What follows belongs to an exercise in optimizing a design on an open flow for small area; a production flow would make more cautious choices. At most, simulation tests tie the RTL to the original design; equivalence was not proved. For runs 3 and 4, only the layout was checked, not whether the RTL still works. Power and IR drop assume default switching activity.

==> flow/design.v <==
module dirc_updater(
    input move,
    input [1:0] dirc,
    input [6:0] x, y,
    output [6:0] update_x, update_y
);
    wire up = dirc[0];
    wire [6:0] c = dirc[1] ? y : x;
    wire [7:0] t;
    assign t[0] = 1'b1;
    genvar i;
    generate for ( i = 0; i < 7; i = i + 1 ) begin : g_step
        assign t[i+1] = t[i] & ( c[i] ~^ up );
    end endgenerate
    wire at_edge = up ? ( c == 7'd74 ) : ( c == 7'd0 );
    wire [6:0] n = at_edge ? ( up ? 7'd0 : 7'd74 ) : ( c ^ t[6:0] );
    assign update_x = ( move & ~dirc[1] ) ? n : x;
    assign update_y = ( move & dirc[1] ) ? n : y;
endmodule
module waddr_gen(input [6:0] x, y, output [12:0] a);
    wire s0, c0;
    assign {c0, s0} = x[0] + y[0];
    wire s1, c1;
    assign {c1, s1} = x[1] + y[1] + y[0];
    wire s2, c2;
    assign {c2, s2} = c0 + s1;
    wire s3, c3;
    assign {c3, s3} = x[2] + y[2] + y[1];
    wire s4, c4;
    assign {c4, s4} = c1 + c2 + s3;
    wire s5, c5;
    assign {c5, s5} = x[3] + y[3] + y[2];
    wire s6, c6;
    assign {c6, s6} = y[0] + c3 + c4;
    wire s7, c7;
    assign {c7, s7} = s5 + s6;
    wire s8, c8;
    assign {c8, s8} = x[4] + y[4] + y[3];
    wire s9, c9;
    assign {c9, s9} = y[1] + c5 + c6;
    wire s10, c10;
    assign {c10, s10} = c7 + s8 + s9;
    wire s11, c11;
    assign {c11, s11} = x[5] + y[5] + y[4];
    wire s12, c12;
    assign {c12, s12} = y[2] + c8 + c9;
    wire s13, c13;
    assign {c13, s13} = c10 + s11 + s12;
    wire s14, c14;
    assign {c14, s14} = x[6] + y[6] + y[5];
    wire s15, c15;
    assign {c15, s15} = y[3] + y[0] + c11;
    wire s16, c16;
    assign {c16, s16} = c12 + c13 + s14;
    wire s17, c17;
    assign {c17, s17} = s15 + s16;
    wire s18, c18;
    assign {c18, s18} = y[6] + y[4] + y[1];
    wire s19, c19;
    assign {c19, s19} = c14 + c15 + c16;
    wire s20, c20;
    assign {c20, s20} = c17 + s18 + s19;
    wire s21, c21;
    assign {c21, s21} = y[5] + y[2] + c18;
    wire s22, c22;
    assign {c22, s22} = c19 + c20 + s21;
    wire s23, c23;
    assign {c23, s23} = y[6] + y[3] + c21;
    wire s24, c24;
    assign {c24, s24} = c22 + s23;
    wire s25, c25;
    assign {c25, s25} = y[4] + c23 + c24;
    wire s26, c26;
    assign {c26, s26} = y[5] + c25;
    wire s27, c27;
    assign {c27, s27} = y[6] + c26;
    assign a = {s27, s26, s25, s24, s22, s20, s17, s13, s10, s7, s4, s2, s0};
endmodule
module rand_core(
    input             clk,
    input             rstn,
    input             new_en,
    output reg [31:0] rand_code,
    output reg [6:0]  rand_x,      
    output reg [6:0]  rand_y       
);
parameter seed = 32'h3ecd12;
parameter feedback = 32'h280c97;
reg new_d;
wire feedback_item = ^( feedback & rand_code );
function [7:0] add7(input [6:0] a, input [6:0] b);
    integer i;
    reg c;
    begin
        c = 1'b0;
        for ( i = 0; i < 7; i = i + 1 ) begin
            add7[i] = a[i] ^ b[i] ^ c;
            c = ( a[i] & b[i] ) | ( c & ( a[i] ^ b[i] ) );
        end
        add7[7] = c;
    end
endfunction
function [6:0] next75(input [6:0] r, input b, input t);
    reg [6:0] k;
    reg [7:0] s, u;
    begin
        case ( { t, r[0] == b, b } )
            3'b000: k = 7'd38;
            3'b001: k = 7'd37;
            3'b010, 3'b011: k = 7'd0;
            3'b100: k = 7'd31;        
            3'b101: k = 7'd30;        
            default: k = 7'd68;
        endcase
        s = add7( { 1'b0, r[6:1] }, k );
        u = add7( s[6:0], 7'd53 );    
        next75 = u[7] ? u[6:0] : s[6:0];
    end
endfunction
always @( posedge clk ) begin
    if( !rstn )
        new_d <= 1'b0;
    else
        new_d <= new_en;
end
always @( posedge clk ) begin
    if( !rstn ) begin
        rand_code <= seed;
        rand_x <= 7'd62;     
        rand_y <= 7'd73;     
    end
    else if( ~new_d & new_en ) begin
        rand_code <= { feedback_item, rand_code[31:1] };
        rand_x <= next75( rand_x, rand_code[16], feedback_item );
        rand_y <= next75( rand_y, rand_code[0], rand_code[16] );
    end
end
endmodule
`timescale 1ns / 1ps
module play_core #(
    parameter time_per_step = 200,
    parameter time_per_food = 3,
    parameter total_food = 36,
    parameter food_a_color = 12'h48F,
    parameter food_b_color = 12'h00F,
    parameter WRITE_SNAKE = 2'b00,
    parameter UPDATE_SNAKE = 2'b01,
    parameter PAUSING = 2'b10,
    parameter GAME_OVER = 2'b11,
    parameter IDLE = 5'b00000,
    parameter DEL_TAILA = 5'b00001,
    parameter DEL_TAILB = 5'b00010,
    parameter PNT_TAILA = 5'b00011,
    parameter PNT_TAILB = 5'b00100,
    parameter PNT_HEADA = 5'b00101,
    parameter PNT_HEADB = 5'b00110,
    parameter JUG_EATA = 5'b00111,
    parameter JUG_EATB = 5'b01000,
    parameter CHANGE_DIRC_TAILA = 5'b01001,
    parameter CHANGE_DIRC_TAILB = 5'b01010,
    parameter EXT_TAILA = 5'b01011,
    parameter GET_INFO_TAILA = 5'b01100,
    parameter CHANGE_TO_TAILB = 5'b01101,
    parameter GET_INFO_TAILB = 5'b01110,
    parameter EXT_TAILB = 5'b01111,
    parameter SET_FOOD = 5'b10000,
    parameter GET_INFO_FOOD = 5'b10001,
    parameter JUG_FOOD_LOCTION = 5'b10010,
    parameter CHANGE_DIRC = 5'b10011,
    parameter LOCK_A = 5'b10100,
    parameter LOCK_B = 5'b10101,
    parameter LOCK = 5'b10110,
    parameter GROW_TAILB = 5'b10111
)(
    input clk,
    input rst,
    input play, pause,
    input [11:0] head_a_color, head_b_color,
    input [11:0] body_a_color, body_b_color,
    input BTNL_a, BTNR_a, BTNU_a, BTND_a,
    input BTNL_b, BTNR_b, BTNU_b, BTND_b,
    input [15:0] rdata,
    output reg [1:0] who_win,
    output reg over,
    output [31:0] len_a, len_b,
    output [2:0] food_time_out,
    output reg [5:0] food_count,
    output wire [12:0] waddr,
    output reg [15:0] wdata,
    output reg we
);
    reg [1:0] state;
    reg paint_a;
    reg [4:0] update_state;
    wire st_go = ( state == GAME_OVER );
    wire st_ws = ( state == WRITE_SNAKE );
    wire st_up = ( state == UPDATE_SNAKE );
    wire u_idle   = st_up & ( update_state == IDLE );
    wire u_dela   = st_up & ( update_state == DEL_TAILA );
    wire u_delb   = st_up & ( update_state == DEL_TAILB );
    wire u_pnta   = st_up & ( update_state == PNT_TAILA );
    wire u_pntb   = st_up & ( update_state == PNT_TAILB );
    wire u_hda    = st_up & ( update_state == PNT_HEADA );
    wire u_hdb    = st_up & ( update_state == PNT_HEADB );
    wire u_jea    = st_up & ( update_state == JUG_EATA );
    wire u_jeb    = st_up & ( update_state == JUG_EATB );
    wire u_cdta   = st_up & ( update_state == CHANGE_DIRC_TAILA );
    wire u_cdtb   = st_up & ( update_state == CHANGE_DIRC_TAILB );
    wire u_exta   = st_up & ( update_state == EXT_TAILA );
    wire u_gia    = st_up & ( update_state == GET_INFO_TAILA );
    wire u_cttb   = st_up & ( update_state == CHANGE_TO_TAILB );
    wire u_gib    = st_up & ( update_state == GET_INFO_TAILB );
    wire u_grb    = st_up & ( update_state == GROW_TAILB );
    wire u_extb   = st_up & ( update_state == EXT_TAILB );
    wire u_setf   = st_up & ( update_state == SET_FOOD );
    wire u_gif    = st_up & ( update_state == GET_INFO_FOOD );
    wire u_jfl    = st_up & ( update_state == JUG_FOOD_LOCTION );
    wire u_cd     = st_up & ( update_state == CHANGE_DIRC );
    wire u_locka  = st_up & ( update_state == LOCK_A );
    wire u_lockb  = st_up & ( update_state == LOCK_B );
    function [10:0] inc11(input [10:0] a);
        integer i;
        reg c;
        begin
            c = 1'b1;
            for ( i = 0; i < 11; i = i + 1 ) begin
                inc11[i] = a[i] ^ c;
                c = c & a[i];
            end
        end
    endfunction
    function [6:0] dec7(input [6:0] a);
        integer i;
        reg b;
        begin
            b = 1'b1;
            for ( i = 0; i < 7; i = i + 1 ) begin
                dec7[i] = a[i] ^ b;
                b = b & ~a[i];
            end
        end
    endfunction
    function [10:0] inc11e(input [10:0] a, input en);
        integer i;
        reg c;
        begin
            c = en;
            for ( i = 0; i < 11; i = i + 1 ) begin
                inc11e[i] = a[i] ^ c;
                c = c & a[i];
            end
        end
    endfunction
    function [6:0] dec7e(input [6:0] a, input en);
        integer i;
        reg b;
        begin
            b = en;
            for ( i = 0; i < 7; i = i + 1 ) begin
                dec7e[i] = a[i] ^ b;
                b = b & ~a[i];
            end
        end
    endfunction
    function [1:0] cmp11(input [10:0] a, input [10:0] b);
        integer i;
        reg eq, lt;
        begin
            eq = 1'b1; lt = 1'b0;
            for ( i = 0; i < 11; i = i + 1 ) begin
                lt = ( ~a[i] & b[i] ) | ( ( a[i] ~^ b[i] ) & lt );
                eq = eq & ( a[i] ~^ b[i] );
            end
            cmp11 = { eq, lt };
        end
    endfunction
    reg s1, s2, s3;
    wire play_PS = s2 & (~s3);
    always@(posedge clk)begin
        if ( rst ) begin
            s1 <= 0;
            s2 <= 0;
            s3 <= 0;
        end
        else begin
            s1 <= play;
            s2 <= s1;
            s3 <= s2;
        end
    end
    wire start = st_go & play_PS;
    reg [31:0] time_count;
    reg [7:0] step_limit;        
    always @(*) begin
        case ( food_count )
            6'd0: step_limit = 8'd92;    6'd1: step_limit = 8'd95;
            6'd2: step_limit = 8'd98;    6'd3: step_limit = 8'd101;
            6'd4: step_limit = 8'd104;   6'd5: step_limit = 8'd107;
            6'd6: step_limit = 8'd110;   6'd7: step_limit = 8'd113;
            6'd8: step_limit = 8'd116;   6'd9: step_limit = 8'd119;
            6'd10: step_limit = 8'd122;  6'd11: step_limit = 8'd125;
            6'd12: step_limit = 8'd128;  6'd13: step_limit = 8'd131;
            6'd14: step_limit = 8'd134;  6'd15: step_limit = 8'd137;
            6'd16: step_limit = 8'd140;  6'd17: step_limit = 8'd143;
            6'd18: step_limit = 8'd146;  6'd19: step_limit = 8'd149;
            6'd20: step_limit = 8'd152;  6'd21: step_limit = 8'd155;
            6'd22: step_limit = 8'd158;  6'd23: step_limit = 8'd161;
            6'd24: step_limit = 8'd164;  6'd25: step_limit = 8'd167;
            6'd26: step_limit = 8'd170;  6'd27: step_limit = 8'd173;
            6'd28: step_limit = 8'd176;  6'd29: step_limit = 8'd179;
            6'd30: step_limit = 8'd182;  6'd31: step_limit = 8'd185;
            6'd32: step_limit = 8'd188;  6'd33: step_limit = 8'd191;
            6'd34: step_limit = 8'd194;  6'd35: step_limit = 8'd197;
            default: step_limit = 8'd200;
        endcase
    end
    wire expire = ( time_count[31:8] == 24'd0 ) && ( time_count[7:0] == step_limit );
    wire [31:0] tc_carry;
    assign tc_carry[0] = st_up;
    genvar gi;
    generate for ( gi = 1; gi < 32; gi = gi + 1 ) begin : g_tc
        assign tc_carry[gi] = tc_carry[gi-1] & time_count[gi-1];
    end endgenerate
    wire tc_clr = rst | st_go | st_ws;
    always @( posedge clk ) begin
        time_count[31:8] <= {24{~tc_clr}} & ( time_count[31:8] ^ tc_carry[31:8] );
        if ( tc_clr )
            time_count[7:0] <= 0;
        else if ( st_up & expire )
            time_count[7:0] <= 1;
        else
            time_count[7:0] <= time_count[7:0] ^ tc_carry[7:0];
    end
    reg eaten;
    reg [4:0] eat_a, eat_b;
    reg [2:0] ft_hi;
    reg [3:0] ft_lo;
    wire [6:0] food_time = { ft_hi, ft_lo };
    assign food_time_out = ft_hi;
    wire [31:0] rand_num;
    wire [6:0] rand_x, rand_y;
    rand_core rand_gen(
        clk, ~rst,
        time_count[1:0] == 2'b00,
        rand_num, rand_x, rand_y
    );
    reg [6:0] head_a_x, tail_a_x, head_b_x, tail_b_x, write_x;
    reg [6:0] head_a_y, tail_a_y, head_b_y, tail_b_y, write_y;
    reg [1:0] dirc_a, dirc_b;
    reg [1:0] tail_dirc_a, tail_dirc_b;
    wire kind_empty = ( rdata[1:0] == 2'b00 );
    wire grow_a = u_exta & ( eat_a != 0 ) & kind_empty;
    wire grow_b = u_extb & ( eat_b != 0 ) & kind_empty;
    wire end_a  = u_exta & ~( ( eat_a != 0 ) & kind_empty );
    wire end_b  = u_extb & ~( ( eat_b != 0 ) & kind_empty );
    wire place_food = u_setf & eaten & ( food_count != 0 );
    wire retry_food = u_jfl & ( rdata[1] | rdata[0] );
    wire ws_a_end = paint_a & ( write_y == 25 );
    wire ws_b_end = ~paint_a & ( write_y == 49 );
    wire ws_move = st_ws & ~ws_a_end & ~ws_b_end;
    wire p_ta = u_dela | u_jea | u_cdta | u_gia;
    wire p_tb = u_delb | u_jeb | u_cttb | u_grb;
    wire p_ha = u_pnta | u_hda;
    wire p_hb = u_pntb | u_hdb;
    wire p_w  = ~( p_ta | p_tb | p_ha | p_hb );
    wire [6:0] ptr_x = ( {7{p_ta}} & tail_a_x ) | ( {7{p_tb}} & tail_b_x ) |
                       ( {7{p_ha}} & head_a_x ) | ( {7{p_hb}} & head_b_x ) |
                       ( {7{p_w}} & write_x );
    wire [6:0] ptr_y = ( {7{p_ta}} & tail_a_y ) | ( {7{p_tb}} & tail_b_y ) |
                       ( {7{p_ha}} & head_a_y ) | ( {7{p_hb}} & head_b_y ) |
                       ( {7{p_w}} & write_y );
    reg [1:0] dirc;
    always @(*) begin
        if ( st_ws )
            dirc = { 1'b1, ~paint_a };        
        else if ( u_jea )
            dirc = tail_dirc_a;
        else if ( u_jeb )
            dirc = tail_dirc_b;
        else if ( u_cdta )
            dirc = { rdata[3], ~rdata[2] };
        else if ( u_cttb )
            dirc = { tail_dirc_b[1], ~tail_dirc_b[0] };
        else if ( u_hda )
            dirc = dirc_a;
        else if ( u_hdb )
            dirc = dirc_b;
        else
            dirc = { wdata[3], ~wdata[2] };
    end
    wire move_w = ws_move | u_hda | u_hdb | u_jea | u_jeb | u_cdta | u_cttb |
                  grow_a | grow_b;
    wire move = move_w | u_gia | u_grb;
    wire [6:0] uptr_x, uptr_y;
    dirc_updater updater( move, dirc, ptr_x, ptr_y, uptr_x, uptr_y );
    wire w_upd = move_w | u_dela | u_delb | u_pnta | u_pntb;
    wire w_rand = place_food | retry_food;
    always @( posedge clk ) begin
        if ( rst ) begin
            write_x <= 0; write_y <= 0;
        end
        else if ( start ) begin
            write_x <= 25; write_y <= 49;
        end
        else if ( st_ws & ws_a_end ) begin
            write_x <= 49; write_y <= 25;
        end
        else if ( w_upd ) begin
            write_x <= uptr_x; write_y <= uptr_y;
        end
        else if ( w_rand ) begin
            write_x <= rand_x; write_y <= rand_y;
        end
    end
    always @( posedge clk ) begin
        if ( start ) begin
            head_a_x <= 25; tail_a_x <= 25; head_b_x <= 49; tail_b_x <= 49;
            head_a_y <= 49; tail_a_y <= 25; head_b_y <= 25; tail_b_y <= 49;
        end
        else begin
            if ( u_jea | u_gia ) begin
                tail_a_x <= uptr_x; tail_a_y <= uptr_y;
            end
            if ( u_jeb | u_grb ) begin
                tail_b_x <= uptr_x; tail_b_y <= uptr_y;
            end
            if ( u_hda ) begin
                head_a_x <= uptr_x; head_a_y <= uptr_y;
            end
            if ( u_hdb ) begin
                head_b_x <= uptr_x; head_b_y <= uptr_y;
            end
        end
        if ( u_pnta ) tail_dirc_a <= rdata[3:2];
        if ( u_pntb | u_cdtb ) tail_dirc_b <= rdata[3:2];
    end
    waddr_gen addr( write_x, write_y, waddr );
    wire heads_meet = ( head_a_x == head_b_x ) && ( head_a_y == head_b_y );
    wire turn_a = dirc_a[1] ? ( BTNL_a | BTNR_a ) : ( BTNU_a | BTND_a );
    wire [1:0] new_dirc_a = dirc_a[1] ? { 1'b0, ~BTNL_a } : { 1'b1, ~BTNU_a };
    wire turn_b = dirc_b[1] ? ( BTNL_b | BTNR_b ) : ( BTNU_b | BTND_b );
    wire [1:0] new_dirc_b = dirc_b[1] ? { 1'b0, ~BTNL_b } : { 1'b1, ~BTNU_b };
    always @( posedge clk ) begin
        if ( start ) begin
            dirc_a <= 2'b11; dirc_b <= 2'b10;
        end
        else begin
            if ( ( u_cd | u_lockb ) & turn_a ) dirc_a <= new_dirc_a;
            if ( ( u_cd | u_locka ) & turn_b ) dirc_b <= new_dirc_b;
        end
    end
    wire [6:0] fc_dec = dec7e( { 1'b0, food_count }, place_food );
    wire ft_run = u_setf & ~eaten & ( food_count[1:0] == 2'b00 ) & ( food_time != 0 );
    wire [6:0] ft_dec = dec7e( food_time, ft_run );
    wire [6:0] ea_dec = dec7e( { 2'b0, eat_a }, grow_a );
    wire [6:0] eb_dec = dec7e( { 2'b0, eat_b }, grow_b );
    wire [1:0] len_rel = cmp11( len_a_r, len_b_r );
    wire [1:0] len_cmp = len_rel[1] ? 2'b11 : len_rel[0] ? 2'b01 : 2'b10;
    wire a_hit = ( rdata[1:0] == 2'b01 ) | ( rdata[1:0] == 2'b10 );
    wire food_end = u_setf & eaten & ( food_count == 0 );
    wire jeb_over = u_jeb & ( a_hit | who_win[0] );
    always @( posedge clk ) begin
        if ( rst )
            state <= GAME_OVER;
        else if ( start )
            state <= WRITE_SNAKE;
        else if ( st_ws & ws_b_end )
            state <= UPDATE_SNAKE;
        else if ( jeb_over | food_end )
            state <= GAME_OVER;
        else if ( pause & ( u_cd | u_locka ) )
            state <= PAUSING;
        else if ( ( state == PAUSING ) & play_PS )
            state <= UPDATE_SNAKE;
    end
    always @( posedge clk ) begin
        if ( start ) paint_a <= 1;
        else if ( st_ws & ws_a_end ) paint_a <= 0;
    end
    always @( posedge clk ) begin
        if ( st_go )
            update_state <= play_PS ? IDLE : LOCK;
        else if ( st_up ) begin
            if ( u_dela ) update_state <= DEL_TAILB;
            else if ( u_delb ) update_state <= PNT_TAILA;
            else if ( u_pnta ) update_state <= PNT_TAILB;
            else if ( u_pntb ) update_state <= PNT_HEADA;
            else if ( u_hda ) update_state <= PNT_HEADB;
            else if ( u_hdb ) update_state <= JUG_EATA;
            else if ( u_jea ) update_state <= JUG_EATB;
            else if ( u_jeb ) update_state <= CHANGE_DIRC_TAILA;
            else if ( u_cdta ) update_state <= CHANGE_DIRC_TAILB;
            else if ( u_cdtb ) update_state <= EXT_TAILA;
            else if ( grow_a ) update_state <= GET_INFO_TAILA;
            else if ( end_a ) update_state <= CHANGE_TO_TAILB;
            else if ( u_gia ) update_state <= EXT_TAILA;
            else if ( u_cttb ) update_state <= GET_INFO_TAILB;
            else if ( u_gib | u_grb ) update_state <= EXT_TAILB;
            else if ( grow_b ) update_state <= GROW_TAILB;
            else if ( end_b ) update_state <= SET_FOOD;
            else if ( place_food | retry_food ) update_state <= GET_INFO_FOOD;
            else if ( u_setf & ~eaten ) update_state <= CHANGE_DIRC;
            else if ( u_gif ) update_state <= JUG_FOOD_LOCTION;
            else if ( u_jfl ) update_state <= CHANGE_DIRC;
            else if ( u_cd & turn_b ) update_state <= LOCK_B;
            else if ( u_cd & turn_a ) update_state <= LOCK_A;
            else if ( ( u_locka & turn_b ) | ( u_lockb & turn_a ) ) update_state <= LOCK;
            else if ( expire ) update_state <= DEL_TAILA;
        end
    end
    always @( posedge clk ) begin
        if ( rst )
            we <= 0;
        else if ( start | u_dela | u_cdta | ( u_jfl & ~( rdata[1] | rdata[0] ) ) )
            we <= 1;
        else if ( st_go | ( st_ws & ws_b_end ) | u_idle | u_jea | place_food |
                  ( u_setf & ~eaten ) | u_cd )
            we <= 0;
    end
    wire wd_hac = start | u_hda;
    wire wd_hbc = ( st_ws & ws_a_end ) | u_hdb;
    wire wd_bac = ( st_ws & paint_a & ~ws_a_end ) | u_pnta;
    wire wd_bbc = ( st_ws & ~paint_a & ~ws_b_end ) | u_pntb | u_cttb;
    wire wd_rd  = u_cdta | end_a | end_b;
    wire wd_zero = u_dela | u_delb;
    wire wd_food = place_food;
    wire wd_hold = ~( wd_hac | wd_hbc | wd_bac | wd_bbc | wd_rd | wd_zero | wd_food );
    wire food_b = ( food_count[1:0] == 2'b01 );
    wire wd_a = wd_hac | wd_bac;
    wire wd_b = wd_hbc | wd_bbc;
    wire [1:0] wd_dir = start ? 2'b11 :
                        st_ws ? { 1'b1, paint_a & ~ws_a_end } :
                        u_cttb ? tail_dirc_b :
                        wd_a ? dirc_a : dirc_b;
    always @( posedge clk ) begin
        wdata[15:4] <= ( {12{wd_hac}} & head_a_color ) |
                       ( {12{wd_hbc}} & head_b_color ) |
                       ( {12{wd_bac}} & body_a_color ) |
                       ( {12{wd_bbc}} & body_b_color ) |
                       ( {12{wd_rd}} & rdata[15:4] ) |
                       ( {12{wd_food}} & ( food_b ? food_b_color : food_a_color ) ) |
                       ( {12{wd_hold}} & wdata[15:4] );
        wdata[3:2] <= ( {2{wd_a | wd_b}} & wd_dir ) |
                      ( {2{wd_rd}} & rdata[3:2] ) |
                      ( {2{wd_food}} & { 1'b0, food_b } ) |
                      ( {2{wd_hold}} & wdata[3:2] );
        wdata[1:0] <= ( {2{wd_rd}} & rdata[1:0] ) |
                      { wd_b | wd_food, wd_a | wd_food } |
                      ( {2{wd_hold}} & wdata[1:0] );
    end
    reg [10:0] len_a_r, len_b_r;
    assign len_a = { 21'd0, len_a_r };
    assign len_b = { 21'd0, len_b_r };
    always @( posedge clk ) begin
        if ( rst ) begin
            over <= 0;
            who_win <= 0;
            len_a_r <= 0; len_b_r <= 0;
            food_count <= 0;
            ft_hi <= 0;
        end
        else begin
            over <= jeb_over | food_end;
            if ( u_idle ) who_win <= 0;
            else if ( u_jea & a_hit ) who_win <= 2'b01;
            else if ( u_jeb & ( rdata[1:0] == 2'b01 ) )
                who_win <= ( who_win[0] | heads_meet ) ? len_cmp : 2'b10;
            else if ( u_jeb & ( rdata[1:0] == 2'b10 ) )
                who_win <= who_win[0] ? len_cmp : 2'b10;
            else if ( food_end ) who_win <= len_cmp;
            if ( start ) begin
                len_a_r <= 25; len_b_r <= 25;
            end
            else begin
                len_a_r <= inc11e( len_a_r, grow_a );
                len_b_r <= inc11e( len_b_r, grow_b );
            end
            if ( u_idle ) food_count <= total_food;
            else food_count <= fc_dec[5:0];
            if ( u_idle ) ft_hi <= 0;
            else if ( ( u_jea | u_jeb ) & ( rdata[2:0] == 3'b111 ) ) ft_hi <= 0;
            else if ( place_food ) ft_hi <= ( food_count[1:0] == 2'b01 ) ? 3'b111 : 3'b000;
            else ft_hi <= ft_dec[6:4];
        end
    end
    always @( posedge clk ) begin
        if ( u_idle ) ft_lo <= 0;
        else if ( ( u_jea | u_jeb ) & ( rdata[2:0] == 3'b111 ) ) ft_lo <= 0;
        else if ( place_food ) ft_lo <= ( food_count[1:0] == 2'b01 ) ? 4'b1111 : 4'b0000;
        else ft_lo <= ft_dec[3:0];
        if ( u_idle | place_food ) eaten <= u_idle;
        else if ( ( u_jea | u_jeb ) & ( rdata[1:0] == 2'b11 ) ) eaten <= 1;
        if ( u_jea )
            eat_a <= ( rdata[1:0] != 2'b11 ) ? 5'd0 :
                     rdata[2] ? { 1'b1, food_time[6:3] } : 5'd16;
        else eat_a <= ea_dec[4:0];
        if ( u_jeb )
            eat_b <= ( rdata[1:0] != 2'b11 ) ? 5'd0 :
                     rdata[2] ? { 1'b1, food_time[6:3] } : 5'd16;
        else eat_b <= eb_dec[4:0];
    end
endmodule
==> flow/run.sh <==
#!/bin/bash
# synth_recipe.tcl (not shown) runs the flow's synth.tcl, then flattens the netlist and writes it again
# the make line also repeats each setting of config.mk as NAME=value (left out here)
make -C /OpenROAD-flow-scripts/flow DESIGN_CONFIG=/design/flow/config.mk WORK_HOME=/design/flow/orfs CLKGATE_MAP_FILE= SYNTH_SCRIPT=/design/flow/synth_recipe.tcl finish
==> flow/config.mk <==
export PLATFORM = sky130hd
export DESIGN_NAME = play_core
export DESIGN_NICKNAME = play_core
export VERILOG_FILES = /design/flow/design.v
export SDC_FILE = /design/flow/constraint.sdc
export NUM_CORES = 4
export LEC_CHECK = 0
export ABC_AREA = 1
export CAP_MARGIN = 20
export CORE_MARGIN = 2
export CORE_UTILIZATION = 60
export CTS_BUF_LIST = sky130_fd_sc_hd__clkbuf_16
export CTS_CLUSTER_DIAMETER = 100
export CTS_CLUSTER_SIZE = 30
export PLACE_DENSITY = 0.75
export SLEW_MARGIN = 20
==> flow/constraint.sdc <==
create_clock -name core_clock -period 12.0 [get_ports {clk}]
set_input_delay 2.4000 -clock core_clock [delete_from_list [all_inputs] [get_ports {clk}]]
set_output_delay 2.4000 -clock core_clock [all_outputs]
set_load 0.01 [all_outputs]
==> results of run 1 <==
[area by class of cell]
type | instances | area [sq um] | share of cell area
multi-input combinational | 1337 | 7930 | 0.495
inverter | 292 | 1100 | 0.0686
clock buffer | 12 | 300 | 0.0187
timing repair buffer | 146 | 1440 | 0.0901
sequential | 234 | 4780 | 0.299
clock inverter | 7 | 72.6 | 0.00453
tap | 319 | 399 | 0.0249
[worst paths after layout]
check	slack [ns]	cells after the start	end	from
hold / removal	0.42	2	s2	s1
setup / recovery	2.52	18	waddr[12]	write_y[1]
setup reg to reg	5.48	34	time_count[31]	state[1]
hold reg to reg	0.42	2	s2	s1
[logic make-up (layout without fill, tap and decap cells)]
family,count (synthesis),after routing,share of synthesized area
AO/OA/AOI/OAI,279,279,0.115
XOR/XNOR,38,38,0.0239
adder cells (fa/ha/maj),144,144,0.143
buffers and inverters,391,457,0.119
flip-flops,234,234,0.336
other,1,42,0.000263
AND/OR/NAND/NOR,834,834,0.263
[registers in the layout (all words and copies together) (netlist names), 11 cells and up]
signal and count:
wdata 16, len_b_r 11, rand_gen.rand_code 32, len_a_r 11, time_count 32
[stage by stage]
stage | util | worst slack, ns | instance area [sq um] | hold slack, ns | cells
finish | 0.685 | 2.52 | 16000 | 0.419 | 2347
global route | 0.685 | 2.21 | 16000 | 0.448 | 2347
CTS | 0.685 | 2.47 | 16000 | 0.424 | 2347
detailed placement | 0.669 | 3.00 | 15700 | 0.405 | 2328
global placement | 0.669 | 3.16 | 15700 | 0.394 | 2328
floorplan | - | 3.74 | 14400 | 0.388 | 1962
[power by group through the flow]
stage / Combinational [uW] / Sequential [uW] / Clock, uW
global route: 927 / 943 / 501
finish: 805 / 933 / 464
CTS: 805 / 933 / 474
floorplan: 570 / 942 / 0
global placement: 773 / 946 / 0
detailed placement: 798 / 950 / 0
[layer usage]
| layer | track usage | vias up | share of wire |
|---|---|---|---|
| met5 | 0 | - | 0 |
| met4 | 0.0789 | 0 | 0.023 |
| met3 | 0.0539 | 54 | 0.091 |
| li1 | - | 6274 | - |
| met2 | 0.490 | 475 | 0.45 |
| met1 | 0.413 | 5814 | 0.44 |
[layout by cell type, fill, tap and decap left out, types with 8 or more instances in the layout]
cell / n
nor2_2: 10
nand3_1: 102
a21oi_1: 60
a31oi_1: 8
clkdlybuf4s50_1: 139
nand3_2: 8
nor2_1: 216
xor2_1: 21
clkbuf_16: 12
nand2_1: 373
nand4_1: 33
a221oi_1: 8
o21ai_1: 10
inv_1: 276
ha_1: 113
dfxtp_1: 224
o21bai_1: 12
inv_2: 14
nor2_4: 9
nand2_4: 9
or2_2: 15
nor3_1: 15
o21ai_0: 119
o211ai_1: 25
nor4_1: 12
nand2_2: 25
conb_1: 42
xnor2_1: 16
edfxtp_1: 10
fa_1: 31
[worst max-delay path, delay by kind of cell, from the launching register on]
kind,cells,cell delay (ns)
buffers and inverters,3,0.67
XOR/XNOR,1,0.13
flip-flops,1,0.43
adder cells (fa/ha/maj),14,5.33
==> notes.md, run 1 <==
- Status: complete, no violations
- Worst Max-Slew Pin Slew: 0.747 ns
- Share of the yosys chip area belonging to registers: 0.336
- Clock skew: 0.0405 ns
- Slew headroom: 0.500
- Via/cell ratio: 5.38
- Crit path cell chain: fa_1 -> ha_1 -> fa_1 -> inv_1 -> fa_1 -> fa_1 -> inv_1 -> fa_1 -> fa_1 -> fa_1 -> fa_1 -> fa_1 -> fa_1 -> ha_1 -> fa_1 -> ha_1 -> xor2_1 -> clkdlybuf4s50_1
- Die Wd: 158 um
- Unique masters post-synth: 54
- Sequential share of power: 0.423
- Antenna Violating Nets Remaining: 0
- First-pass GRT wire length: 59.7 mm
- Crit Path Max Fanout: 6
- Delay of the slowest critical-path stage: 0.56 ns
- Rows: 56
- GP Congestion: 0.947
- H-tree levels: 1
- Number of flops mapped to enable cells by yosys: 10
- Detailed Routing Iterations Pass 1: 8
- Ys Warns: 2
- Pwr/cell area: 137 nW/um^2
- Setup TNS: 0 ns
- Crit path required time: 9.60 ns
- Filler instances: 2044
- Die H: 158 um
- CP endpoint kind: primary output
- Most used cell, CP: fa_1
- DRT iter0 DRCs: 916
- Syn_area_per_cell: 7.42 sq um
- Peak supply drop: 149 uV
- Internal: 1400 uW
- Root Buffer Master: clkbuf_16
- WP data arrival: 7.08 ns
- Post_cts resized: 0
- Tightest Hold Check Type: reg2reg
- LEAKAGE: 0.00791 uW
- Io pins: 182
- Peak Freq: 0.106 GHz
- Worst path slowest cell: clkdlybuf4s50_1
- # Post-CTS Setup Buffers: 0
- Combinational Power Share: 0.366
- Total length of routed wires: 37.9 mm
- Synth top area cells: dfxtp_1 31%, ha_1 9.9%, nand2_1 9.8%
- Latest clock arrival within the worst-skew pair: 0.51 ns
- # DRC: 0
- Total power: 2200 uW
- Final Cycle Share: 0.790
- Yosys top cell by area: dfxtp_1
- Final Hold Viols: 0
- Vias in the first global route: 11712
- Via Count: 12617
- Floorplan core area: 23400 sq um
- Sw Share: 0.366
- Total clock sinks: 234
- Initial antenna violation count: 0
- Proportion of power drawn by the clock network: 0.211
- Cell Area, Synth: 14200 sq um
- Worst-path clk slew: 0.12 ns
- Number of max-cap violations: 0
- Syn Inst Count: 1921
- Register bit total from synthesis: 234
- Post-synth top cells: 373 x nand2_1, 275 x inv_1, 224 x dfxtp_1
- Crit path launch type: register
- Total GRT Usage: 0.300
- DR WL/cell: 16.1 um
- Layout area overhead: 12.5%
- Hold Buf Count CTS: 0
- TritonCTS clock tree: yes
- CTS Buf Count: 12
- Yosys top cell area share: 0.315
- Starting Density: 0.609
- Port Buffer Count: 139
- Count of final max-slew check failures: 0
- CTS max path bufs: 3
- DP HPWL: 29.1 mm
- Final-report setup violation count: 0
- Share of layout cells above drive strength 1: 0.0626
- Asr flop ratio synth: 0
- Area of the die: 25000 sq um
- Overflow after GRT: 0
- Ys flop type: dfxtp_1
- Nets: 2243
- Switching Power: 807 uW
- Largest net degree at the start of global routing: 54
- Most frequent cell after synthesis: nand2_1
- Min Tclk post-route: 9.48 ns
- CP Class: reg2out
- Antenna cells: 0
- RSZ-0062 raised after global routing: false
==> run 2, diff against run 1 <==
==> flow/flow/run.sh (new file) <==
#!/bin/bash
# The standard layout (standard.sh) with three changes to how it is made:
#  - synthesis maps adders with plain logic: no full/half-adder extraction
#    (ADDER_MAP_FILE empty) and no Kogge-Stone carry unit (the
#    SYNTH_OPERATIONS_ARGS default); the registers are the same as the
#    standard synthesis's
#  - the port buffers that global placement adds are buf_1 cells
# Each tool's full output is in standard.log and in orfs/logs/.
set -euo pipefail
bash standard.sh \
    ADDER_MAP_FILE= \
    SYNTH_OPERATIONS_ARGS=-noshare \
    "BUFFER_PORTS_ARGS=-buffer_cell sky130_fd_sc_hd__buf_1" \
    finish > standard.log 2>&1
==> flow/standard.sh (new file) <==
#!/bin/bash
# synth_recipe.tcl (not shown) runs the flow's synth.tcl, then flattens the netlist and writes it again
# the make line also repeats each setting of config.mk as NAME=value (left out here)
make -C /OpenROAD-flow-scripts/flow DESIGN_CONFIG=/design/flow/config.mk WORK_HOME=/design/flow/orfs CLKGATE_MAP_FILE= SYNTH_SCRIPT=/design/flow/synth_recipe.tcl "${@:-finish}"
--- a/flow/config.mk
+++ b/flow/config.mk
@@ -9,8 +9,6 @@
 export CAP_MARGIN = 20
 export CORE_MARGIN = 2
 export CORE_UTILIZATION = 60
-export CTS_BUF_LIST = sky130_fd_sc_hd__clkbuf_16
-export CTS_CLUSTER_DIAMETER = 100
-export CTS_CLUSTER_SIZE = 30
+export CTS_BUF_LIST = sky130_fd_sc_hd__clkbuf_4
 export PLACE_DENSITY = 0.75
 export SLEW_MARGIN = 20
removed: flow/run.sh
==> run 2 against run 1 <==
  * Still clean on timing, DRC and antenna
  * Cell count increased by 8.2%
  * Worst setup slack improved by 2.5 ns
  * Die area shrank 4.7%
  * Non-clock buffer count up 5
  * Count of clock-buffer cells in the layout increased by 78
  * First-iteration DRC count is 5.2% higher
  * Sequential power grew 11%
  * Synthesized cell count is 7.2% higher
  * Clock power is 56% higher
  * Clock skew up 0.0077 ns
  * Critical path depth is 11 higher
  * Register-to-register slack improved by 1.4 ns
  * Critical endpoint unchanged
  * Largest cell class unchanged
  * Largest power group unchanged
  * Highest routed layer unchanged
==> notes.md, run 2 <==
- Most frequent cells in the layout: 475 x nand2_1, 236 x inv_1, 235 x nor2_1
- RSZ-0062 raised after global routing: false
- Non-Filler Instances: 2539
- Overflow after GRT: 0
- Number of max-cap violations: 0
- Final-report setup violation count: 0
- Crit path required time: 9.60 ns
- CP endpoint kind: primary output
- Largest net degree at the start of global routing: 51
- # Post-CTS Setup Buffers: 0
- Die Wd: 154 um
- Register bit total from synthesis: 234
- Io pins: 182
- Yosys top cell by area: dfxtp_1
- Slew headroom: 0.286
- Tightest Hold Check Type: reg2reg
- Antenna Violating Nets Remaining: 0
- Most used cell, CP: nand2_1
- Latest clock arrival within the worst-skew pair: 0.72 ns
- Clock skew: 0.0482 ns
- Pre-CTS setup slack: 5.75 ns
- Peak Freq: 0.143 GHz
- # DRC: 0
- Min setup slack post-route: 5.03 ns
- Share of the yosys chip area belonging to registers: 0.353
- Worst path slowest cell: dfxtp_1
- Setup TNS: 0 ns
- Nets: 2286
- Starting Density: 0.605
- Core Util, Final: 0.666
- Via Count: 13868
- Status: complete, no violations
- H-tree levels: 2
- WP data arrival: 4.57 ns
- Delay of the slowest critical-path stage: 0.47 ns
- Pwr/cell area: 185 nW/um^2
- Commonest non-fill, non-tap cell in the layout: nand2_1
- Synth top area cells: dfxtp_1 33%, nand2_1 13%, inv_1 6.5%
- Crit path launch type: register
- Min Tclk post-route: 6.97 ns
- Root Buffer Master: clkbuf_4
- DR WL/cell: 15.4 um
- Worst Max-Slew Pin Slew: 1.07 ns
- Final Hold Viols: 0
- LEAKAGE: 0.00688 uW
- Yosys top cell area share: 0.331
- Hold Buf Count CTS: 0
- Total clock sinks: 234
- Port Buffer Count: 139
- Layout area overhead: 10.1%
- Number of flops mapped to enable cells by yosys: 10
- Ys flop type: dfxtp_1
- Area of the die: 23800 sq um
- Syn Inst Count: 2060
- Ys Warns: 2
- # placed instances: 2432
- Worst-path clk slew: 0.06 ns
- FF/Latch Area: 4780 sq um
- Initial antenna violation count: 1
- Unique masters post-synth: 62
- Multi-input gate area: 7330 sq um
- Detailed Routing Iterations Pass 1: 5
- Final Cycle Share: 0.581
- DP HPWL: 28.8 mm
- Vias in the first global route: 12788
- Syn_area_per_cell: 6.58 sq um
- CTS max path bufs: 3
- Filler instances: 2124
- Via/cell ratio: 5.46
- DRT iter0 DRCs: 964
- Floorplan core area: 22400 sq um
- Count of final max-slew check failures: 0
- GP Congestion: 0.982
- Post_cts resized: 0
- Asr flop ratio synth: 0
- Total length of routed wires: 39.1 mm
- Most frequent cell after synthesis: nand2_1
- CP Class: reg2out
- CTS Buf Count: 61
- Die H: 154 um
- Share of layout cells above drive strength 1: 0.0892
- Finished Cell Area: 14900 sq um
- Post-synth top cells: 475 x nand2_1, 236 x inv_1, 235 x nor2_1
- Crit Path Max Fanout: 9
- Top Registers: rand_gen.rand_code x32, time_count x32, wdata x16
- Cell Area, Synth: 13600 sq um
- Total GRT Usage: 0.322
- First-pass GRT wire length: 62.8 mm
- Rows: 55
- Peak supply drop: 89.1 uV
- Area after DPL: 14100 sq um
- R2r setup slk: 6.90 ns
- TritonCTS clock tree: yes
run 2: cell count changes after synthesis, moves of 8 or more:
cell      delta
ha_1       -113
nand2_1    +102
a21oi_1     +56
inv_1       -39
fa_1        -31
o21ai_1     +28
o21ai_0     +27
inv_2       +23
nor3_1      +22
xor2_1      +22
nor2_1      +18
nand2_2     -14
nand3_1     +13
clkbuf_1     +8
run 2: cells by family after synthesis:
logic type	share of synthesized area
compound gates	0.174
xor+xnor	0.0400
mux	0.000738
flops	0.353
buf+inv	0.119
other cells	0.000277
fa+ha+maj	0.000738
simple gates	0.312
run 2: final timing paths:
check	start	end	cells after the start
max	write_y[1]	waddr[12]	29
min	s2	s3	2
max reg2reg	state[1]	write_y[6]	26
min reg2reg	s2	s3	2
run 2: report_power, final:
group	switching [uW]	internal (uW)
registers	113	931
clock network	339	385
logic	657	339
total	1110	1660
run 2: per-layer routing:
metal  global-route usage  wire, um  vias to the layer above
li1                     -         -                     6971
met1                0.416     17000                     6261
met2                0.544     18200                      538
met3               0.0460      2670                       98
met4                0.132      1270                        0
met5                    0         0                        -
run 2: area by class of cell:
class,instances,share of cell area
Antenna cell,1,0.000168
Sequential cell,234,0.320
Timing Repair Buffer,151,0.0411
Clock inverter,16,0.00821
Tap cell,285,0.0239
Inverter,278,0.0702
Clock buffer,90,0.0452
Multi-Input combinational cell,1484,0.491
run 2: per-stage QoR:
stage	hold WS, ns	total power, uW
final	0.446	2760
after CTS	0.439	2760
after global placement	0.422	2010
after floorplan	0.388	1790
after global routing	0.473	2960
after detailed placement	0.430	2030
run 2: worst max-delay path: cells and delay by family, from the launching register on:
kind | cells | cell delay [ns]
DFF | 1 | 0.47
AOI/OAI and AO/OA | 5 | 0.99
xor gates and xnor gates | 1 | 0.21
buffers and inverters | 3 | 0.36
and+or+nand+nor | 20 | 1.89
==> run 3, diff against run 2 <==
--- a/flow/design.v
+++ b/flow/design.v
@@ -264,14 +264,14 @@
     endfunction
     function [1:0] cmp11(input [10:0] a, input [10:0] b);
         integer i;
-        reg eq, lt;
+        reg lt, gt;
         begin
-            eq = 1'b1; lt = 1'b0;
+            lt = 1'b0; gt = 1'b0;
             for ( i = 0; i < 11; i = i + 1 ) begin
-                lt = ( ~a[i] & b[i] ) | ( ( a[i] ~^ b[i] ) & lt );
-                eq = eq & ( a[i] ~^ b[i] );
+                lt = a[i] ? ( b[i] & lt ) : ( b[i] | lt );
+                gt = a[i] ? ( ~b[i] | gt ) : ( ~b[i] & gt );
             end
-            cmp11 = { eq, lt };
+            cmp11 = { ~lt & ~gt, lt };
         end
     endfunction
     reg s1, s2, s3;
==> flow/flow/run.sh (replaced) <==
#!/bin/bash
# The standard layout (standard.sh) with these changes to how it is made:
#  - synthesis is synth_recipe.tcl with one addition (flow/abc_default.tcl):
#    ABC maps the logic with its default script for area; the registers
#    and their names are the same as the standard synthesis's
#  - no full/half-adder extraction before ABC (ADDER_MAP_FILE empty) and
#    no Kogge-Stone carry unit (the SYNTH_OPERATIONS_ARGS default)
#  - the port buffers that global placement adds are buf_1 cells
# Each tool's full output is in standard.log and in orfs/logs/.
set -euo pipefail
{
    head -n 1 synth_recipe.tcl
    cat flow/abc_default.tcl
    tail -n +2 synth_recipe.tcl
} > my_synth.tcl
bash standard.sh \
    ADDER_MAP_FILE= \
    SYNTH_OPERATIONS_ARGS=-noshare \
    "BUFFER_PORTS_ARGS=-buffer_cell sky130_fd_sc_hd__buf_1" \
    SYNTH_SCRIPT="$PWD/my_synth.tcl" \
    finish > standard.log 2>&1
==> flow/flow/abc_default.tcl (new file) <==
# Technology mapping with ABC's own default script for -liberty instead of
# the flow's abc_area / abc_speed script, which sizes and buffers cells for
# a delay target: drop the -script and -D arguments of the abc call.
proc abc {args} {
  set out {}
  set skip 0
  foreach a $args {
    if { $skip } { set skip 0; continue }
    if { $a eq "-script" || $a eq "-D" } { set skip 1; continue }
    lappend out $a
  }
  yosys abc {*}$out
}
--- a/flow/config.mk
+++ b/flow/config.mk
@@ -9,6 +9,8 @@
 export CAP_MARGIN = 20
 export CORE_MARGIN = 2
 export CORE_UTILIZATION = 60
-export CTS_BUF_LIST = sky130_fd_sc_hd__clkbuf_4
+export CTS_BUF_LIST = sky130_fd_sc_hd__clkbuf_16
+export CTS_CLUSTER_DIAMETER = 100
+export CTS_CLUSTER_SIZE = 20
 export PLACE_DENSITY = 0.75
 export SLEW_MARGIN = 20
==> run 3 against run 2 <==
  * Via count fell by 14%
  * Routed wire length down 10%
  * Clock skew is 0.023 ns lower
  * Synthesized cell count down 23%
  * Critical path depth decreased by 13
  * First-iteration DRC count grew 19%
  * Hold slack lost 0.0048 ns
  * Sequential cell count unchanged
  * Clock power shrank 33%
  * Design area decreased by 8.7%
  * Non-clock buffer count up 7
  * Critical path type unchanged
  * Largest power group unchanged
==> notes.md, run 3 <==
- Total power: 2140 uW
- Via/cell ratio: 6.05
- Port Buffer Count: 139
- Crit path cell chain: xnor3_1 -> nor2_4 -> maj3_4 -> maj3_1 -> maj3_1 -> xnor3_1 -> maj3_2 -> o21ai_2 -> xnor3_1 -> maj3_2 -> nor2_2 -> o21ai_2 -> maj3_2 -> nand2b_4 -> xnor2_2 -> buf_1
- Via Count: 11891
- Min Tclk post-route: 7.66 ns
- Die H: 149 um
- DR WL/cell: 17.8 um
- Ys flop type: dfxtp_1
- Io pins: 182
- Share of the yosys chip area belonging to registers: 0.377
- CP Class: reg2out
- Starting Density: 0.607
- Largest net degree at the start of global routing: 69
- GP Congestion: 0.983
- Peak Freq: 0.130 GHz
- Total GRT Usage: 0.301
- DP HPWL: 25.1 mm
- Die Wd: 149 um
- Slew headroom: 0.275
- Root Buffer Master: clkbuf_16
- Top Registers: rand_gen.rand_code x32, time_count x32, wdata x16
- Most frequent cells in the layout: 224 x dfxtp_1, 198 x nand2_1, 170 x a21oi_1
- Commonest non-fill, non-tap cell in the layout: dfxtp_1
- Cell Area, Synth: 12700 sq um
- Status: complete, no violations
- Delay of the slowest critical-path stage: 0.59 ns
- Most frequent cell after synthesis: dfxtp_1
- Clock skew: 0.0247 ns
- Worst Max-Slew Pin Slew: 1.08 ns
- Hold Buf Count CTS: 0
- H-tree levels: 1
- CP endpoint kind: primary output
- Floorplan core area: 20900 sq um
- Syn_area_per_cell: 7.96 sq um
- Unique masters post-synth: 76
- Yosys top cell area share: 0.353
- Nets: 1764
- Asr flop ratio synth: 0
- Crit path launch type: register
- Detailed Routing Iterations Pass 1: 6
- Register bit total from synthesis: 234
- Worst path slowest cell: dfxtp_1
- Vias in the first global route: 10680
- Setup TNS: 0 ns
- Yosys top cell by area: dfxtp_1
- LEAKAGE: 0.00525 uW
- Worst-path clk slew: 0.09 ns
- Final Cycle Share: 0.639
- # Post-CTS Setup Buffers: 0
- Number of flops mapped to enable cells by yosys: 10
- Synth top area cells: dfxtp_1 35%, a21oi_1 6.7%, nand2_1 5.9%
- Count of final max-slew check failures: 0
- Overflow after GRT: 0
- # placed instances: 1946
- Layout area overhead: 7.45%
- First-pass GRT wire length: 54.5 mm
- Final Hold Viols: 0
- CTS Buf Count: 15
- Pre-CTS setup slack: 4.87 ns
- Total length of routed wires: 35.0 mm
- Crit path required time: 9.60 ns
- Post_cts resized: 0
- Peak supply drop: 200 uV
- Total clock sinks: 234
- CTS max path bufs: 3
- Antenna cells: 0
- Initial antenna violation count: 0
- Latest clock arrival within the worst-skew pair: 0.49 ns
- Share of layout cells above drive strength 1: 0.0402
- Min setup slack post-route: 4.34 ns
- Rows: 53
- Number of max-cap violations: 0
- Area of the die: 22300 sq um
- Post-synth top cells: 224 x dfxtp_1, 198 x nand2_1, 170 x a21oi_1
- Non-Filler Instances: 1965
- Tightest Hold Check Type: reg2reg
- Antenna Violating Nets Remaining: 0
- Ys Warns: 2
- TritonCTS clock tree: yes
- RSZ-0062 raised after global routing: false
- Syn Inst Count: 1595
- WP data arrival: 5.26 ns
- Critical path buffer and inverter count: 1
- CP delay by family, top: adder cells
- DRT iter0 DRCs: 1151
- Pwr/cell area: 157 nW/um^2
- # DRC: 0
- Final-report setup violation count: 0
- Crit Path Max Fanout: 11
[run 3: cell count changes after synthesis, moves of 28 or more]
cell and delta:
a21oi_1 +54, and3_1 +28, inv_1 -204, inv_2 -34, nand2_1 -277, nand3_1 -80
nor2_1 -93, o21ai_0 -63, xnor2_1 +51
[run 3: layout make-up]
type                            count  area [sq um]
Multi-Input combinational cell   1245          7320
Clock buffer                       15           375
Sequential cell                   234          4780
Fill cell                        1909          7250
Inverter                           34           128
Tap cell                          275           344
Timing Repair Buffer              158           666
Clock inverter                      4          20.0
[run 3: power breakdown]
part           internal, uW  switching [uW]
Sequential              874            89.6
Combinational           285             409
Clock                   227             260
[run 3: layer usage]
metal,wire length (um),track usage,vias to the layer above
li1,-,-,5804
met1,14800,0.396,5429
met2,16300,0.517,565
met3,2570,0.0308,93
met4,1300,0.102,0
met5,0,0,-
[run 3: stage by stage]
step,hold WS [ns],area (sq um),util
floorplan,0.414,12800,-
global placement,0.424,13200,0.634
detailed placement,0.432,13200,0.634
CTS,0.444,13600,0.653
global route,0.460,13600,0.653
finish,0.441,13600,0.653
[run 3: worst paths after layout]
kind | from | slack [ns] | cells after the start | end
max reg2reg | state[1] | 6.24 | 15 | write_y[6]
min reg2reg | rand_gen.rand_code[9] | 0.44 | 2 | rand_gen.rand_code[8]
min | rand_gen.rand_code[9] | 0.44 | 2 | rand_gen.rand_code[8]
max | write_y[0] | 4.34 | 16 | waddr[12]
[run 3: logic make-up (layout without fill, tap and decap cells)]
| kind of cell | after synthesis | after routing | share of synthesized area |
|---|---|---|---|
| compound gates | 449 | 449 | 0.217 |
| mux | 23 | 23 | 0.0186 |
| xor+xnor | 112 | 112 | 0.0861 |
| flops | 234 | 234 | 0.377 |
| buf+inv | 157 | 211 | 0.0601 |
| fa+ha+maj | 23 | 23 | 0.0188 |
| other cells | 1 | 42 | 0.000296 |
| simple gates | 596 | 596 | 0.222 |
[run 3: worst register-to-register path, cell delays in order, from the launching register on]
cell      delay, ns
dfxtp_1        0.48
or3b_1         0.40
or3_1          0.52
nand3_1        0.77
nor4_1         0.93
buf_4          0.31
a221oi_1       0.12
mux2i_1        0.39
and3_1         0.25
o22ai_1        0.15
or3_1          0.37
and3_1         0.20
mux2i_1        0.39
nor2_1         0.09
a221oi_1       0.25
nor2_1         0.06
==> run 4, diff against run 3 <==
--- a/flow/config.mk
+++ b/flow/config.mk
@@ -9,8 +9,8 @@
 export CAP_MARGIN = 20
 export CORE_MARGIN = 2
 export CORE_UTILIZATION = 60
-export CTS_BUF_LIST = sky130_fd_sc_hd__clkbuf_16
+export CTS_BUF_LIST = sky130_fd_sc_hd__clkbuf_8
 export CTS_CLUSTER_DIAMETER = 100
-export CTS_CLUSTER_SIZE = 20
+export CTS_CLUSTER_SIZE = 15
 export PLACE_DENSITY = 0.75
 export SLEW_MARGIN = 20
==> run 4 against run 3 <==
  * Global-route usage is 0.087 points lower
  * Clock skew decreased by 0.0088 ns
  * Largest power group unchanged
  * Count of clock-buffer cells in the layout rose by 4
  * Synthesized area unchanged
  * Synthesized cell count is the same
==> notes.md, run 4 <==
- Final-report setup violation count: 0
- Met3 Usage GRT: 0.0351
- Clock skew: 0.0159 ns
- Antenna cells: 0
- Min Tclk post-route: 7.74 ns
- DP HPWL: 25.1 mm
- Peak Freq: 0.129 GHz
- Latest clock arrival within the worst-skew pair: 0.54 ns
- Ys Warns: 2
- Commonest non-fill, non-tap cell in the layout: dfxtp_1
- # Post-CTS Setup Buffers: 0
- Post_cts resized: 0
- Worst r2r path cells: 15
- Final Hold Viols: 0
- R2r setup slk: 6.22 ns
- Status: complete, no violations
- Detailed Routing Iterations Pass 1: 5
- Register bit total from synthesis: 234
- Most frequent cells in the layout: 224 x dfxtp_1, 198 x nand2_1, 170 x a21oi_1
- Count of final max-slew check failures: 0
- Delay of the slowest critical-path stage: 0.60 ns
- Area of the die: 22300 sq um
- HP Start: rand_gen.rand_code[9]
- Io pins: 182
- Yosys top cell area share: 0.353
- Finished Cell Area: 13500 sq um
- Hold endpoint: rand_gen.rand_code[8]
- H-tree levels: 1
- Root Buffer Master: clkbuf_8
- Pwr/cell area: 152 nW/um^2
- WP data arrival: 5.34 ns
- First-pass GRT wire length: 54.3 mm
- Rows: 53
- Non-Filler Instances: 1971
- # placed instances: 1946
- Ys flop type: dfxtp_1
- Number of max-cap violations: 0
- Filler instances: 1926
- Grt peak-use layer: met2
- Synth top area cells: dfxtp_1 35%, a21oi_1 6.7%, nand2_1 5.9%
- Crit Path Max Fanout: 11
- Total length of routed wires: 34.8 mm
- Total clock sinks: 234
- Cell Area, Synth: 12700 sq um
- TritonCTS clock tree: yes
- Total GRT Usage: 0.300
- Port Buffer Count: 139
- Starting Density: 0.607
- Layout area overhead: 6.65%
- Overflow after GRT: 0
- Area after DPL: 13200 sq um
- Worst-path clk slew: 0.10 ns
- Worst Max-Slew Pin Slew: 1.08 ns
- DR WL/cell: 17.7 um
- Syn Inst Count: 1595
- Antenna Violating Nets Remaining: 0
- Number of flops mapped to enable cells by yosys: 10
- Hold path depth: 2
- Slew headroom: 0.275
- Syn_area_per_cell: 7.96 sq um
- Grt met2 use: 0.514
- Crit path required time: 9.60 ns
- CP Class: reg2out
- Crit path cell chain: xnor3_1 -> nor2_4 -> maj3_4 -> maj3_1 -> maj3_1 -> xnor3_1 -> maj3_2 -> o21ai_2 -> xnor3_1 -> maj3_2 -> nor2_2 -> o21ai_2 -> maj3_2 -> nand2b_4 -> xnor2_2 -> buf_1
- Setup TNS: 0 ns
- RR Endpoint: write_y[6]
- Vias in the first global route: 10657
- Share of layout cells above drive strength 1: 0.0430
- Floorplan core area: 20900 sq um
- Final Cycle Share: 0.645
- Post-synth top cells: 224 x dfxtp_1, 198 x nand2_1, 170 x a21oi_1
- Core Util, Final: 0.648
- Crit path launch type: register
- Top Registers: rand_gen.rand_code x32, time_count x32, wdata x16
- CTS max path bufs: 3
- Die Wd: 149 um
- Reg2Reg Launch Point: state[1]
- Hold slack final: 0.439 ns
- Via/cell ratio: 6.02
- # DRC: 0
- Tightest Hold Check Type: reg2reg
- CP endpoint kind: primary output
- LEAKAGE: 0.00521 uW
- Hold Buf Count CTS: 0
- Worst path slowest cell: dfxtp_1
- Via Count: 11863
- Yosys top cell by area: dfxtp_1
- CTS Buf Count: 19
- RSZ-0062 raised after global routing: false
- Nets: 1768
- Share of the yosys chip area belonging to registers: 0.377
- DRT iter0 DRCs: 1166
- Peak supply drop: 166 uV
- Unique masters post-synth: 76
- GP Congestion: 0.983
- Die H: 149 um
- Asr flop ratio synth: 0
- Met1 usage: 0.393
- Largest net degree at the start of global routing: 69
- Most frequent cell after synthesis: dfxtp_1
- Initial antenna violation count: 0
## run 4: cell count changes in the layout (fill, tap and decap cells not counted), sizes merged
| cell | delta |
|---|---|
| inv | +1 |
| clkinvlp | +1 |
| clkbuf | +4 |
## run 4: per-stage QoR
step	setup WS [ns]	power [uW]
after floorplan	5.25	1500
after global placement	4.95	1640
after detailed placement	4.87	1660
after CTS	4.26	2060
after global routing	3.98	2180
final	4.26	2050
## run 4: how the worst max path moves through the flow
stage                     startpoint         to  depth (start not counted)
final                     write_y[0]  waddr[12]                         16
after global placement    write_y[0]  waddr[12]                         16
after floorplan           write_y[1]  waddr[12]                         15
after detailed placement  write_y[0]  waddr[12]                         16
after global routing      write_y[0]  waddr[12]                         16
after CTS                 write_y[0]  waddr[12]                         16
## run 4: area by class of cell
type | instances | area, sq um | share of cell area
inverters | 34 | 128 | 0.00943
well taps | 275 | 344 | 0.0254
repair buffers | 158 | 666 | 0.0492
multi-input cells | 1245 | 7320 | 0.541
flip-flops and latches | 234 | 4780 | 0.354
clock inverters | 6 | 31.3 | 0.00231
clock buffers | 19 | 262 | 0.0193
## run 4: report_power, final
group          total [uW]  internal (uW)  leakage, uW  switching [uW]
logic                 686            285      0.00312             401
registers             964            875      0.00192            89.4
clock network         404            147     0.000162             257
## run 4: cells by family after synthesis
family                     after synthesis  share of synthesized area
other                                    1                   0.000296
buffers and inverters                  157                     0.0601
and+or+nand+nor                        596                      0.222
xor gates and xnor gates               112                     0.0861
muxes                                   23                     0.0186
AOI/OAI and AO/OA                      449                      0.217
DFF                                    234                      0.377
adders and majority gates               23                     0.0188
## run 4: metal layers
metal	wire, um	vias to the layer above
met2	16200	507
met5	0	-
met3	2630	80
met4	1080	0
li1	-	5813
met1	14900	5463
## run 4: worst max-delay path, delay by kind of cell, from the launching register on
family                     cells  cell delay [ns]
xor gates and xnor gates       4             1.26
buffers and inverters          1             0.17
DFF                            1             0.60
and+or+nand+nor                3             0.35
adders and majority gates      6             2.13
AOI/OAI and AO/OA              2             0.27
==> run 5, diff against run 4 <==
--- a/flow/design.v
+++ b/flow/design.v
@@ -102,19 +102,16 @@
 endfunction
 function [6:0] next75(input [6:0] r, input b, input t);
     reg [6:0] k;
-    reg [7:0] s, u;
+    reg [7:0] s;
     begin
-        case ( { t, r[0] == b, b } )
-            3'b000: k = 7'd38;
-            3'b001: k = 7'd37;
-            3'b010, 3'b011: k = 7'd0;
-            3'b100: k = 7'd31;        
-            3'b101: k = 7'd30;        
-            default: k = 7'd68;
-        endcase
+        if ( r[0] == b )
+            k = t ? ( ( r[6] | r[5] | r[4] | ( r[3] & r[2] & r[1] ) ) ? 7'd121 : 7'd68 ) : 7'd0;    
+        else if ( b )
+            k = t ? 7'd30 : 7'd37;    
+        else
+            k = t ? 7'd31 : 7'd38;    
         s = add7( { 1'b0, r[6:1] }, k );
-        u = add7( s[6:0], 7'd53 );    
-        next75 = u[7] ? u[6:0] : s[6:0];
+        next75 = s[6:0];
     end
 endfunction
 always @( posedge clk ) begin
==> run 5 against run 4 <==
  * Still clean
  * Clock power barely moved
  * Critical path depth unchanged
  * Sequential cell count did not move
  * Cell count increased by 0.25%
  * Register-to-register slack worse by 0.28 ns
==> notes.md, run 5 <==
- Port Buffer Count: 139
- Filler instances: 1945
- Total clock sinks: 234
- DR WL/cell: 18.4 um
- Post_cts resized: 0
- DRT iter0 DRCs: 1037
- CTS Buf Count: 19
- Slew headroom: 0.230
- H-tree levels: 1
- Die Wd: 149 um
- Number of max-cap violations: 0
- # Post-CTS Setup Buffers: 0
- Delay of the slowest critical-path stage: 0.59 ns
- Worst r2r path cells: 16
- # DRC: 0
- Tightest Hold Check Type: reg2reg
- Final-report setup violation count: 0
- Critical path buffer and inverter count: 1
- Total GRT Usage: 0.317
- Pre-CTS setup slack: 4.84 ns
- Cell Area, Synth: 12600 sq um
- Status: complete, no violations
- Post-synth top cells: 245 x nand2_1, 224 x dfxtp_1, 170 x a21oi_1
- Hold path depth: 2
- LEAKAGE: 0.00520 uW
- Worst path slowest cell: dfxtp_1
- Synth top area cells: dfxtp_1 36%, nand2_1 7.3%, a21oi_1 6.7%
- Starting Density: 0.606
- Clock skew: 0.0351 ns
- RSZ-0062 raised after global routing: false
- Top Registers: rand_gen.rand_code x32, time_count x32, wdata x16
- Antenna cells: 0
- Most used cell, CP: maj3_2
- Final Hold Viols: 0
- Initial antenna violation count: 0
- Total power: 1850 uW
- Yosys top cell by area: dfxtp_1
- DP HPWL: 26.0 mm
- Most frequent cells in the layout: 245 x nand2_1, 224 x dfxtp_1, 170 x a21oi_1
- Crit path cell chain: xnor3_1 -> nor2_4 -> maj3_2 -> maj3_1 -> maj3_1 -> xnor3_1 -> maj3_2 -> o21ai_2 -> xnor3_1 -> maj3_2 -> nor2_2 -> o21ai_2 -> maj3_2 -> nand2b_4 -> xnor2_2 -> buf_1
- Final Cycle Share: 0.644
- CP endpoint kind: primary output
- Min Tclk post-route: 7.73 ns
- Setup TNS: 0 ns
- Area of the die: 22200 sq um
- Nets: 1775
- Latest clock arrival within the worst-skew pair: 0.54 ns
- Commonest non-fill, non-tap cell in the layout: nand2_1
- Hold Buf Count CTS: 0
- First-pass GRT wire length: 56.7 mm
- Crit. path cell count: 16
- Share of the yosys chip area belonging to registers: 0.379
- Overflow after GRT: 0
- Most frequent cell after synthesis: nand2_1
- CP delay by family, top: adder cells
- Via Count: 12195
- Root Buffer Master: clkbuf_8
- Floorplan core area: 20800 sq um
- WP data arrival: 5.33 ns
- Crit Path Max Fanout: 10
- Vias in the first global route: 10995
- Largest net degree at the start of global routing: 74
- Register bit total from synthesis: 234
- Worst-path clk slew: 0.11 ns
- Rows: 53
- Ys Warns: 2
- CP Class: reg2out
- Pwr/cell area: 138 nW/um^2
- Number of flops mapped to enable cells by yosys: 10
- Syn Inst Count: 1603
- CTS max path bufs: 3
- Crit path launch type: register
- Antenna Violating Nets Remaining: 0
- Io pins: 182
- Layout area overhead: 6.34%
- GP Congestion: 1.00
- Total length of routed wires: 36.3 mm
- Share of layout cells above drive strength 1: 0.0382
- # placed instances: 1953
- Die H: 149 um
- Area after DPL: 13100 sq um
- Asr flop ratio synth: 0
- Crit path required time: 9.60 ns
- Min setup slack post-route: 4.27 ns
- Peak supply drop: 144 uV
- Non-Filler Instances: 1976
- Peak Freq: 0.129 GHz
- Yosys top cell area share: 0.356
- Via/cell ratio: 6.17
- Unique masters post-synth: 75
- Finished Cell Area: 13400 sq um
- Syn_area_per_cell: 7.87 sq um
- Worst Max-Slew Pin Slew: 1.15 ns
- Ys flop type: dfxtp_1
- Detailed Routing Iterations Pass 1: 7
- Count of final max-slew check failures: 0
- TritonCTS clock tree: yes
==> run 5: cell count changes in the layout (fill, tap and decap cells not counted), moves of 7 or more <==
cell / delta
o21ai_0: +46
nor3_1: -13
inv_1: -7
xor2_1: +8
o21ai_1: -41
nand2_1: +47
nor2_1: -10
mux2i_1: -9
==> run 5: final timing paths <==
path                          startpoint                endpoint  slack, ns
setup / recovery              write_y[0]               waddr[12]       4.27
hold / removal    rand_gen.rand_code[12]  rand_gen.rand_code[11]       0.44
setup reg to reg                state[0]              write_y[6]       5.94
hold reg to reg   rand_gen.rand_code[12]  rand_gen.rand_code[11]       0.44
==> run 5: stage by stage <==
step | hold WS (ns) | utilization
6_report | 0.438 | 0.644
5_1_grt | 0.458 | 0.644
4_1_cts | 0.440 | 0.644
3_5_place_dp | 0.427 | 0.630
3_3_place_gp | 0.420 | 0.630
2_1_floorplan | 0.414 | -
==> run 5: worst register-to-register path, cell delays in order, from the launching register on <==
cell	delay, ns
dfxtp_1	0.56
or3b_2	0.66
or3_1	0.62
nand3_1	0.69
nor3_1	0.10
buf_4	0.22
a211oi_1	0.40
mux2i_1	0.19
or2_2	0.36
mux2_2	0.32
a2111oi_0	0.39
xnor2_1	0.18
o21bai_1	0.14
o21ai_0	0.72
nor2_1	0.09
a221oi_1	0.25
nor2_1	0.06
==> run 5: layout make-up <==
cell class / count / area [sq um] / share of cell area
repair buffers: 155 / 643 / 0.0480
clock inverters: 4 / 20.0 / 0.00149
multi-input cells: 1263 / 7260 / 0.541
flip-flops and latches: 234 / 4780 / 0.357
inverters: 26 / 97.6 / 0.00728
well taps: 275 / 344 / 0.0257
clock buffers: 19 / 262 / 0.0195
==> run 5: per-layer routing <==
metal  up-vias  global-route usage  share of wire
met1      5690               0.414           0.41
met4         0               0.132          0.043
met2       601               0.518           0.45
met3       102              0.0587          0.094
li1       5802                   -              -
met5         -                   0              0
==> run 5: power by group <==
part	total, uW	internal [uW]	leakage, uW	switching, uW
registers	943	862	0.00192	81.2
clock network	401	146	0.000157	256
logic	509	202	0.00312	307
==> run 5: cell families after synthesis <==
group,after synthesis,synth area share
multiplexers,10,0.00804
adder cells (fa/ha/maj),18,0.0148
other,1,0.000297
AO/OA/AOI/OAI,457,0.223
buffers and inverters,147,0.0592
AND/OR/NAND/NOR,619,0.228
flip-flops,234,0.379
XOR/XNOR,117,0.0873

==> afterwards: timing with drivers on the ports <==
The results above use ideal ports. As a check the final layouts listed here were re-extracted and re-timed, cells and wires unchanged. Step 1 sets driving cells, clkbuf_16 on the clock port and buf_2 on the other inputs (assumed; they add their load-dependent delay and slew). Step 2 moves the port delays by t, midway between the first and last clock arrival at a register: inputs arrive t later, outputs are due t later. That takes back most of the time a late clock gives input paths. Slacks: ideal ports / drivers / drivers and shift; pairs: ideal ports / drivers.
run	t (ns)	setup WS [ns]	worst register clock-pin slew, ns	worst slew at a driven data input, ns
run 1	0.540	2.523 / 2.473 / 3.013	0.12 / 0.12	0.10
run 2	0.743	5.030 / 4.986 / 5.699	0.08 / 0.08	0.04
run 3	0.522	4.336 / 4.289 / 4.810	0.09 / 0.09	0.05
run 4	0.583	4.261 / 4.215 / 4.797	0.10 / 0.10	0.05
run 5	0.565	4.273 / 4.230 / 4.795	0.11 / 0.11	0.06
After both steps setup and hold are still met in every run listed.
